This design comes from an exercise in tuning for small area, a short achievable clock period and few clock cycles on the open sky130 flow, not from production work.
Function was checked by simulation only, so behaviour that the tests miss may differ from the original.
Power and IR drop assume default switching activity.

run 1:
Design MyDesign, start of the top module:
module MyDesign (
  input   wire dut_run,
  output  reg  dut_busy,
  input   wire reset_b,
  input   wire clk,
  output wire        input_sram_write_enable,
  output wire [11:0] input_sram_write_addresss,
  output wire [15:0] input_sram_write_data,
  output reg  [11:0] input_sram_read_address,
  input  wire [15:0] input_sram_read_data,
  output reg         output_sram_write_enable,
  output reg  [11:0] output_sram_write_addresss,
  output reg  [15:0] output_sram_write_data,
  output wire [11:0] output_sram_read_address,
  input  wire [15:0] output_sram_read_data,
  output reg         scratchpad_sram_write_enable,
  output wire [11:0] scratchpad_sram_write_addresss,
  output wire [15:0] scratchpad_sram_write_data,
  output wire [11:0] scratchpad_sram_read_address,
  input  wire [15:0] scratchpad_sram_read_data,
  output wire        weights_sram_write_enable,
  output wire [11:0] weights_sram_write_addresss,
  output wire [15:0] weights_sram_write_data,
  output wire [11:0] weights_sram_read_address,
  input  wire [15:0] weights_sram_read_data
);
  ...
clock: 10.0 ns
lec_check: 0
abc_area: 1
cap_margin: 50
core_margin: 2
core_utilization: 60
cts_buf_list: sky130_fd_sc_hd__clkbuf_16
cts_cluster_diameter: 100
cts_cluster_size: 24
slew_margin: 70
standard.sh (not shown) runs the stock make flow with config.mk's settings and CLKGATE_MAP_FILE= SYNTH_SCRIPT=/design/flow/synth_recipe.tcl, a recipe that flattens the netlist after the stock synthesis.
==> flow/flow/run.sh <==
#!/bin/bash
# Standard layout, with one netlist pass between synthesis and floorplan:
# flow/polarity.py removes inverters between full adders (a full adder is
# self-dual, so it can take its inputs in the other polarity). Registers and
# all other logic stay as the standard synthesis made them. Every port still
# gets a buffer, of a faster cell (buf_2) than the one buffer_ports picks.
set -uo pipefail
W=$PWD
R=$W/orfs/results/$FLOW_PLATFORM/MyDesign/base
LIB=$FLOW_HOME/platforms/$FLOW_PLATFORM/lib/sky130_fd_sc_hd__tt_025C_1v80.lib

bash standard.sh synth > $W/synth.log 2>&1 || { echo "synthesis failed"; exit 1; }

cp $R/1_2_yosys.v $W/1_2_yosys.standard.v
if python3 flow/polarity.py $W/1_2_yosys.standard.v $W/1_2_yosys.polarity.v "$LIB" > $W/polarity.log 2>&1; then
  # the synthesis netlist is now newer than 1_synth.odb: make rebuilds it
  cp $W/1_2_yosys.polarity.v $R/1_2_yosys.v
  echo "polarity pass applied"
else
  echo "polarity pass failed, keeping the standard netlist"
fi

bash standard.sh "BUFFER_PORTS_ARGS=-buffer_cell sky130_fd_sc_hd__buf_2" finish > $W/finish.log 2>&1 || { echo "layout failed"; exit 1; }
Other scripts of this flow, unchanged in this note and not shown: flow/flow/polarity.py
Testbench counts of run 1, summed over its fixed seeds: cycles 34,066.
Modified inputs, run 2 compared to run 1
-- flow/config.mk --
<<< run 1, line 13
export CTS_CLUSTER_DIAMETER = 100
export CTS_CLUSTER_SIZE = 24
>>> run 2, line 13
export CTS_CLUSTER_DIAMETER = 80
export CTS_CLUSTER_SIZE = 30
Findings:
Sort run 2 and run 1 by combinational power share desc -> top: run 1
Between run 2 and run 1, the difference in highest attainable clock frequency is negligible.
Comparing run 2 with run 1, the setup slack after layout came out essentially unchanged.
Compared to run 1, the routing of run 2 uses less wire.
Run 2 -> run 1: total of endpoints with negative setup slack in the final report delta 0, exact match
Here is what was changed in the inputs of run 3 compared with run 2.
-- flow/config.mk --
<<< run 2, line 9
export CAP_MARGIN = 50
>>> run 3, line 9
export CAP_MARGIN = 30
<<< run 2, line 14
export CTS_CLUSTER_SIZE = 30
export SLEW_MARGIN = 70
>>> run 3, line 14
export CTS_CLUSTER_SIZE = 16
export SLEW_MARGIN = 50
==> summary.txt <==
Run 2: done, clean on timing, DRC and antenna. Looking at the reports, run 3 completed the entire flow and the layout it produced met the timing, DRC and antenna checks. Run 3 has fmax below what run 2 had. The core of run 3 is less densely filled than that of run 2. Summary: with run 2 as the reference, post-route non-filler standard cell count in run 3 moved down by a few percent. Taking run 2 as the reference, in run 3 switching fraction of total power went down by 0.62 points, global-route usage dropped 0.17 points, area of all placed cells without fillers went down, total length of routed met2 wires moved up. Run 3 against run 2; total of plain and repair buffers excluding clock buffers is down by more than a quarter. Uppermost layer routed = met5: run 3; uppermost layer routed = met4: run 2. [run 3] worst path setup slack after routing fell 0.028 ns relative to run 2. From run 2 to run 3, site row count did not move at all.

afterwards: timing with drivers on the ports:
Ports are ideal in the flow. The routed layouts listed here were re-timed in OpenROAD. Step 1 sets driving cells, clkbuf_16 on the clock port and buf_2 on the other inputs (assumed; they add their load-dependent delay and slew). Step 2, shift: input delay + t, output delay - t, t = (earliest + latest rising clock arrival at the registers) / 2. This alone moves slack from input paths to output paths. Three values: ideal ports, drivers, drivers and shift; two values: the first two.
run	shift t [ns]	setup slack, ns	worst setup path after step 2
run 1	0.688	6.781 / 6.712 / 6.472	input to register
run 2	0.678	6.779 / 6.708 / 6.478	input to register
run 3	0.691	6.752 / 6.681 / 6.331	input to register
After both steps every run listed still meets setup and hold. For run 3, which loses most, drivers alone change the setup slack by -0.071 ns; drivers and shift together by -0.421 ns.
